From an optimization exercise on the open Yosys and OpenROAD flow, aimed at small area, a short achievable clock period and few clock cycles per item; shortcuts taken in it are not production practice. The RTL was checked by simulation tests, not by an equivalence proof against the original design.

==> flow/design.v (outline; a module is shown in full before it is edited, if it fits) <==
// module des_ip: 6 lines
// module des_fp: 6 lines
// module des_pc1: 6 lines
// module des_subkey1: 6 lines
// module des_subkey2: 6 lines
// module des_subkey3: 6 lines
// module des_subkey4: 6 lines
// module des_subkey5: 6 lines
// module des_subkey6: 6 lines
// module des_subkey7: 6 lines
// module des_subkey8: 6 lines
// module des_subkey9: 6 lines
// module des_subkey10: 6 lines
// module des_subkey11: 6 lines
// module des_subkey12: 6 lines
// module des_subkey13: 6 lines
// module des_subkey14: 6 lines
// module des_subkey15: 6 lines
// module des_subkey16: 6 lines
// module des_sbk1: 79 lines
// module des_sbk2: 79 lines
// module des_sbk3: 79 lines
// module des_sbk4: 79 lines
// module des_sbk5: 79 lines
// module des_sbk6: 79 lines
// module des_sbk7: 79 lines
// module des_sbk8: 79 lines
// module des_round: 15 lines
// module des_rounds_1_4: 22 lines
// module des_rounds_5_8: 22 lines
// module des_rounds_9_12: 22 lines
// module des_rounds_13_16: 22 lines
// module des_enc: 51 lines
module des_enc (
    input         clk,
    input         rst,
    input         in_valid,
    output        in_ready,
    input  [63:0] in_block,
    input  [63:0] in_key,
    output        out_valid,
    output [63:0] out_block
);
  // ...
==> flow/flow/run.sh <==
#!/bin/bash
# Own flow: the standard layout (standard.sh), with the S-box modules replaced by
# pre-mapped gate-level netlists during synthesis (see swap.tcl).
set -euo pipefail
W=$(pwd)
export SYNTH_CANONICALIZE_TCL=$W/flow/swap.tcl
BUFFER_PORTS_ARGS="-buffer_cell sky130_fd_sc_hd__buf_1" bash standard.sh SETUP_SLACK_MARGIN=38.75 finish > $W/standard.log 2>&1 || { tail -50 $W/standard.log; exit 1; }
for f in $W/orfs/logs/*/*/*/*.log; do cp "$f" $W/ 2>/dev/null || true; done
tail -5 $W/standard.log
==> flow/flow/swap.tcl <==
# Run by ORFS's synthesis canonicalize step (SYNTH_CANONICALIZE_TCL): replace the
# behavioural S-box modules with the gate-level ones in sbk_gates.v. Registers and
# everything else go through the standard synthesis unchanged.
foreach m {des_sbk1 des_sbk2 des_sbk3 des_sbk4 des_sbk5 des_sbk6 des_sbk7 des_sbk8} {
  delete $m
}
read_verilog [file join [file dirname [info script]] sbk_gates.v]
hierarchy -check -top $::env(DESIGN_NAME)
==> flow/standard.sh <==
#!/bin/bash
# synth_recipe.tcl (not shown) runs the flow's synth.tcl, then flattens the netlist and writes it again
# the make line also repeats each setting of config.mk as NAME=value (left out here)
make -C /OpenROAD-flow-scripts/flow DESIGN_CONFIG=/design/flow/config.mk WORK_HOME=/design/flow/orfs CLKGATE_MAP_FILE= SYNTH_SCRIPT=/design/flow/synth_recipe.tcl "${@:-finish}"
==> flow/config.mk <==
export PLATFORM = sky130hd
export DESIGN_NAME = des_enc
export DESIGN_NICKNAME = des_enc
export VERILOG_FILES = /design/flow/design.v
export SDC_FILE = /design/flow/constraint.sdc
export NUM_CORES = 8
export LEC_CHECK = 0
export CAP_MARGIN = 20
export CORE_MARGIN = 2
export CORE_UTILIZATION = 40
export CTS_CLUSTER_DIAMETER = 100
export CTS_CLUSTER_SIZE = 30
export PLACE_DENSITY = 0.85
export SLEW_MARGIN = 20
==> flow/constraint.sdc <==
create_clock -name core_clock -period 50.0 [get_ports {clk}]
set_input_delay 10.0000 -clock core_clock [delete_from_list [all_inputs] [get_ports {clk}]]
set_output_delay 10.0000 -clock core_clock [all_outputs]
set_load 0.01 [all_outputs]
Not shown: flow/flow/sbk_gates.v
==> impl_metrics.env, run 1 <==
export IMPL_busiest_layer="met2"
export IMPL_n_sequential_cell=549
export IMPL_cts_buffers=36
export IMPL_avgSynthCellArea_sq_um=6.84
export IMPL_multi_input_gates=7238
export IMPL_grt_use_total_pct=29.2
export IMPL_slew_violations=0
export IMPL_die_w_um=374
export IMPL_hpwl_um=177000
export IMPL_min_path_cells=1
export IMPL_required_ns=40.00
export IMPL_core_region_area_sq_um=136000
export IMPL_n_all_inverters=208
export IMPL_min_to="v_q[4]"
export IMPL_use_met3_pct=4.76
export IMPL_grt_pass1_vias=57000
export IMPL_outcome="timing/DRC/antenna clean"
export IMPL_port_buffers=187
export IMPL_cts_max_level=2
export IMPL_critical_path_top_delay_family="flip-flops"
export IMPL_tightest_slew_ns=1.20
export IMPL_num_vias=63700
export IMPL_crit_slowest_cell="dfxtp_1"
export IMPL_fp_dieArea_sq_um=140000
export IMPL_async_flop_share_pct=0
export IMPL_synth_edf_count=0
export IMPL_firstDrtPassIters=13
export IMPL_cap_violations=0
export IMPL_nNetsFinal=8370
export IMPL_n_clock_buffer=39
export IMPL_setup_viol_count_final=0
export IMPL_worst_path_max_fanout=1
export IMPL_startpoint="out_q[7]"
export IMPL_ios=197
export IMPL_muxShareOfSynthArea_pct=0
export IMPL_yosys_area_top_type_share_pct=20.1
export IMPL_synth_cells=7996
export IMPL_yosysTopAreaCell="dfxtp_1"
Testbench counts, summed over its fixed seeds: cycles 2,088, items 2,048.
==> run 2: changes to the inputs <==
--- a/flow/config.mk
+++ b/flow/config.mk
@@ -10,5 +10,4 @@
 export CORE_UTILIZATION = 40
 export CTS_CLUSTER_DIAMETER = 100
 export CTS_CLUSTER_SIZE = 30
-export PLACE_DENSITY = 0.85
 export SLEW_MARGIN = 20
==> run 2 against run 1 <==
  * Still clean
  * Sequential cell count is the same
  * Clock skew shrank 0.013 ns
  * Worst hold slack lost 0.016 ns
  * Largest cell class unchanged
  * Highest routed layer is now met4
==> impl_metrics.env, run 2 <==
export IMPL_outcome="timing/DRC/antenna clean"
export IMPL_first_iter_violations=8677
export IMPL_multi_input_area_sq_um=44400
export IMPL_required_ns=40.00
export IMPL_worstPathCellList="buf_1"
export IMPL_max_stage_delay_ns=0.34
export IMPL_cap_violations=0
export IMPL_crit_path_end_kind="output port"
export IMPL_antenna_found_initial=4
export IMPL_grt_max_degree=31
export IMPL_ys_ff_latch=549
export IMPL_synth_warnings=5
export IMPL_grt_pass1_vias=55600
export IMPL_ys_types=36
export IMPL_final_common_cell="nand2_1"
export IMPL_synthTopCellsByCount="nand2_1, nor2_1, xor2_1"
export IMPL_setup_tns_ns=0
export IMPL_arrival_ns=1.17
export IMPL_clk_path_buf_depth=3
export IMPL_slew_limit_headroom_pct=25.0
export IMPL_cts_clk_slew_worst_paths_ns=0.11
export IMPL_fp_row_count=135
export IMPL_regArea_sq_um=11000
export IMPL_globalplace_congestion=1.03
export IMPL_worst_path_max_fanout=1
export IMPL_die_h_um=374
export IMPL_port_buffers=187
export IMPL_hold_slack_ns=0.422
export IMPL_path_buf_inv=1
export IMPL_synth_main_ff_cell="dfxtp_1"
export IMPL_core_region_area_sq_um=136000
export IMPL_grt_pass1_wl_um=339000
export IMPL_avgSynthCellArea_sq_um=6.84
export IMPL_ios=197
export IMPL_drive_gt1_share_pct=3.70
export IMPL_clock_sinks=549
export IMPL_fillCellCount=13800
export IMPL_max_freq_mhz=89.5
export IMPL_fp_dieArea_sq_um=140000
export IMPL_mostFrequentLayoutCells="nand2_1, nor2_1, xor2_1"
export IMPL_setup_viol_count_final=0
export IMPL_num_vias=61700
export IMPL_gr_total_overflow=0
export IMPL_hpwl_um=195000
export IMPL_synth_nets=8127
export IMPL_synth_edf_count=0
export IMPL_cts_tree="yes"
export IMPL_finalClockSkew_ns=0.0351
export IMPL_yosysMostFrequentCell="nand2_1"
export IMPL_hold_violations=0
export IMPL_fin_cells=10100
export IMPL_yosysTopAreaCell="dfxtp_1"
export IMPL_async_flop_share_pct=0
export IMPL_clk_latency_ns=0.67
export IMPL_cts_max_level=2
export IMPL_die_w_um=374
export IMPL_placed_cells=10000
export IMPL_worstSetupPathType="reg2out"
export IMPL_synth_seq_area_share_pct=20.1
export IMPL_critical_path_top_delay_family="flip-flops"
export IMPL_root_buffer="clkbuf_16"
export IMPL_firstDrtPassIters=13
export IMPL_crit_slowest_cell="dfxtp_1"
export IMPL_nNetsFinal=8392
export IMPL_fin_crit_ns=11.17
export IMPL_antenna_left=0
export IMPL_diodes=0
export IMPL_synthTopCellsByArea="dfxtp_1, xor2_1, xnor2_1"
export IMPL_synth_cells=7996
export IMPL_cts_buffers=38
export IMPL_postCtsHoldBufs=0
export IMPL_synth_area_sq_um=54700
export IMPL_period_share_pct=22.3
export IMPL_yosys_area_top_type_share_pct=20.1
export IMPL_wl_um=236000
export IMPL_min_delay_path_class="reg2reg"
export IMPL_wl_per_cell_um=23.4
export IMPL_initial_core_util_pct=40.3
export IMPL_slew_violations=0
export IMPL_tightest_slew_ns=1.12
export IMPL_via_per_inst=6.13
export IMPL_cp_start_kind="flop"
export IMPL_synthToLayoutAreaGrowth_pct=11.5
export IMPL_route_detailed_drc=0
export IMPL_rsz0062_at_grt="true"
export IMPL_grt_use_total_pct=31.9
[run 2: cell counts after synthesis]
No cell type changed its count.
[run 2: worst reg2reg max path: cells and delay by family (launching register included)]
kind	cells	cell delay [ns]
xor gates and xnor gates	11	3.79
and+or+nand+nor	17	3.20
AOI/OAI and AO/OA	15	2.90
DFF	1	0.57
buffers and inverters	1	0.22
[run 2: through the flow]
stage / setup WS, ns / area (sq um) / utilization (%)
6_report: 38.83 / 61000 / 45.0
5_1_grt: 38.65 / 61000 / 45.0
4_1_cts: 38.69 / 59500 / 43.8
3_5_place_dp: 38.66 / 57900 / 42.7
3_3_place_gp: 38.46 / 57900 / 42.7
2_1_floorplan: 39.67 / 54700 / -
[run 2: final timing paths]
check	to	startpoint	depth (start not counted)	slack, ns
setup reg to reg	lr1_q[7]	cd0_q[14]	44	39.23
hold / removal	cd2_q[54]	cd1_q[54]	0	0.42
hold reg to reg	cd2_q[54]	cd1_q[54]	0	0.42
setup / recovery	out_block[27]	out_q[27]	1	38.83
[run 2: logic make-up (layout without fill, tap and decap cells)]
| family | after synthesis | in the layout | share of synthesized area, % |
|---|---|---|---|
| AND/OR/NAND/NOR | 3445 | 3445 | 26.7 |
| AO/OA/AOI/OAI | 2256 | 2256 | 27.2 |
| flip-flops | 549 | 549 | 20.1 |
| other | 1 | 1 | 0.00686 |
| buffers and inverters | 209 | 502 | 1.44 |
| XOR/XNOR | 1536 | 1536 | 24.6 |
[run 2: area by class of cell]
cell class | instances | share of cell area (%)
Sequential cell | 549 | 18.1
Tap cell | 1781 | 3.65
Clock buffer | 39 | 1.60
Multi-Input combinational cell | 7238 | 72.9
Clock inverter | 29 | 0.913
Inverter | 208 | 1.28
Timing Repair Buffer | 226 | 1.63
[run 2: what timing repair did]
item | in CTS | in global routing
buffers inserted | 0 | 2
resized for setup | 2 | 209
endpoints found under the setup margin | 5 | 128
gates cloned | 0 | 0
[run 2: routing by layer]
metal  vias up  GRT usage [%]  share of wire [%]
met4         0           33.9                 13
li1      29200              -                  -
met3       811           3.47                7.0
met2      3553           53.7                 45
met1     28200           33.8                 35
met5         -              0                  0
==> run 3: changes to the inputs <==
--- a/flow/config.mk
+++ b/flow/config.mk
@@ -10,4 +10,5 @@
 export CORE_UTILIZATION = 40
 export CTS_CLUSTER_DIAMETER = 100
 export CTS_CLUSTER_SIZE = 30
+export PLACE_DENSITY = 0.75
 export SLEW_MARGIN = 20
==> run 3 against run 2 <==
  * Non-clock buffer count decreased by 7
  * Critical path depth unchanged
  * Via count increased by 1.8%
  * Design area decreased by 0.53%
  * Synthesized cell count unchanged
  * First-iteration DRC count increased by 16%
  * Highest routed layer is now met5
  * Area after synthesis unchanged
==> impl_metrics.env, run 3 <==
export IMPL_cap_violations=0
export IMPL_yosysTopAreaCell="dfxtp_1"
export IMPL_globalplace_congestion=1.08
export IMPL_final_common_cell="nand2_1"
export IMPL_synth_edf_count=0
export IMPL_hold_slack_ns=0.424
export IMPL_required_ns=40.00
export IMPL_hold_violations=0
export IMPL_worst_path_max_fanout=1
export IMPL_synth_main_ff_cell="dfxtp_1"
export IMPL_ys_ff_latch=549
export IMPL_crit_path_end_kind="output port"
export IMPL_grt_pass1_vias=55700
export IMPL_timing_final_ws_setup_ns=38.86
export IMPL_period_share_pct=22.3
export IMPL_port_buffers=187
export IMPL_final_area_sq_um=60700
export IMPL_root_buffer="clkbuf_16"
export IMPL_clk_latency_ns=0.65
export IMPL_nNetsFinal=8386
export IMPL_fin_cells=10100
export IMPL_setup_viol_count_final=0
export IMPL_synth_seq_area_share_pct=20.1
export IMPL_postCtsHoldBufs=0
export IMPL_via_per_inst=6.24
export IMPL_synth_area_sq_um=54700
export IMPL_crit_slowest_cell="dfxtp_1"
export IMPL_first_iter_violations=10100
export IMPL_tightest_slew_ns=1.14
export IMPL_num_vias=62800
export IMPL_worstPathCellList="buf_1"
export IMPL_wl_per_cell_um=22.1
export IMPL_wl_um=223000
export IMPL_ios=197
export IMPL_max_freq_mhz=89.8
export IMPL_cts_max_level=2
export IMPL_grt_pass1_wl_um=323000
export IMPL_antenna_found_initial=3
export IMPL_slew_violations=0
export IMPL_ys_types=36
export IMPL_hpwl_um=181000
export IMPL_fp_row_count=135
export IMPL_preCtsSetupSlack_ns=38.87
export IMPL_avgSynthCellArea_sq_um=6.84
export IMPL_initial_core_util_pct=40.3
export IMPL_dpl_instance_area_sq_um=57900
export IMPL_critical_path_top_delay_family="flip-flops"
export IMPL_synth_nets=8127
export IMPL_die_h_um=374
export IMPL_grt_use_total_pct=29.7
export IMPL_max_stage_delay_ns=0.36
export IMPL_gr_total_overflow=0
export IMPL_min_delay_path_class="reg2reg"
export IMPL_fp_dieArea_sq_um=140000
export IMPL_cp_start_kind="flop"
export IMPL_cts_clk_slew_worst_paths_ns=0.10
export IMPL_core_region_area_sq_um=136000
export IMPL_drive_gt1_share_pct=3.19
export IMPL_arrival_ns=1.14
export IMPL_cts_tree="yes"
export IMPL_fillCellCount=13500
export IMPL_rsz0062_at_grt="false"
export IMPL_post_route_util_pct=44.7
export IMPL_path_buf_inv=1
export IMPL_mostFrequentLayoutCells="nand2_1, nor2_1, xor2_1"
export IMPL_clk_path_buf_depth=3
export IMPL_finalClockSkew_ns=0.0545
export IMPL_async_flop_share_pct=0
export IMPL_yosys_area_top_type_share_pct=20.1
export IMPL_route_detailed_drc=0
export IMPL_setup_tns_ns=0
export IMPL_synth_cells=7996
export IMPL_outcome="timing/DRC/antenna clean"
export IMPL_fin_crit_ns=11.14
export IMPL_die_w_um=374
export IMPL_grt_max_degree=31
export IMPL_synthTopCellsByCount="nand2_1, nor2_1, xor2_1"
export IMPL_slew_limit_headroom_pct=23.5
export IMPL_synth_warnings=5
export IMPL_synthTopCellsByArea="dfxtp_1, xor2_1, xnor2_1"
export IMPL_worstSetupPathType="reg2out"
export IMPL_antenna_left=0
export IMPL_synthToLayoutAreaGrowth_pct=10.9
export IMPL_firstDrtPassIters=14
export IMPL_clock_sinks=549
export IMPL_yosysMostFrequentCell="nand2_1"
export IMPL_cts_buffers=39
export IMPL_placed_cells=9993
## run 3: worst register-to-register path: cells and delay by family, from the launching register on
family / cells / cell delay [ns]
XOR/XNOR: 9 / 4.25
AO/OA/AOI/OAI: 18 / 4.16
AND/OR/NAND/NOR: 8 / 1.80
flip-flops: 1 / 0.41
## run 3: routing by layer
metal	GRT usage (%)	wire [um]	share of wire, %
met5	0	13	0.0058
met4	30.8	28100	13
met3	3.78	19800	8.9
met2	48.1	96600	43
met1	32.9	78000	35
## run 3: cell families after synthesis
kind of cell	synth area share (%)
and+or+nand+nor	26.7
AOI/OAI and AO/OA	27.2
xor gates and xnor gates	24.6
DFF	20.1
buffers and inverters	1.44
other	0.00686
## run 3: worst paths after layout
| kind | slack, ns | depth (start not counted) | to | startpoint |
|---|---|---|---|---|
| setup / recovery | 38.86 | 1 | out_block[33] | out_q[33] |
| hold / removal | 0.42 | 0 | cd3_q[0] | cd2_q[0] |
| setup reg to reg | 39.22 | 35 | lr1_q[4] | cd0_q[11] |
| hold reg to reg | 0.42 | 0 | cd3_q[0] | cd2_q[0] |
## run 3: final cells by class
class / count / area (sq um) / share of cell area (%)
sequential: 549 / 11000 / 18.1
timing repair buffer: 219 / 942 / 1.55
tap: 1781 / 2230 / 3.67
clock buffer: 41 / 1030 / 1.69
inverter: 208 / 781 / 1.29
clock inverter: 28 / 539 / 0.889
multi-input combinational: 7238 / 44100 / 72.8
antenna: 2 / 5.00 / 0.00825
## run 3: repair_timing
item	in CTS	in global routing
setup endpoints to repair	0	121
buffers inserted	0	2
hold endpoints to repair	0	0
resized for setup	0	168

-- separate check: timing with driven ports --
Ports are ideal in the flow. The routed layouts listed here were re-timed in OpenROAD.
Step 1 (the two cells are an assumption about what drives the block):
set clk [get_ports {clk}]
set_driving_cell -lib_cell sky130_fd_sc_hd__clkbuf_16 $clk
set_driving_cell -lib_cell sky130_fd_sc_hd__buf_2 [delete_from_list [all_inputs] $clk]
Step 2, shift: input delay + t, output delay - t, t = (earliest + latest rising clock arrival at the registers) / 2. This alone moves slack from input paths to output paths.
Three values: ideal, step 1, step 2; two values: the first two.
| run | t, ns | setup slack, ns | slew at the worst register clock pin (ns) |
|---|---|---|---|
| run 1 | 0.722 | 38.845 / 38.770 / 39.190 | 0.12 / 0.12 |
| run 2 | 0.735 | 38.827 / 38.746 / 39.227 | 0.11 / 0.11 |
| run 3 | 0.704 | 38.864 / 38.785 / 39.221 | 0.11 / 0.11 |
After both steps every run listed still meets setup and hold.
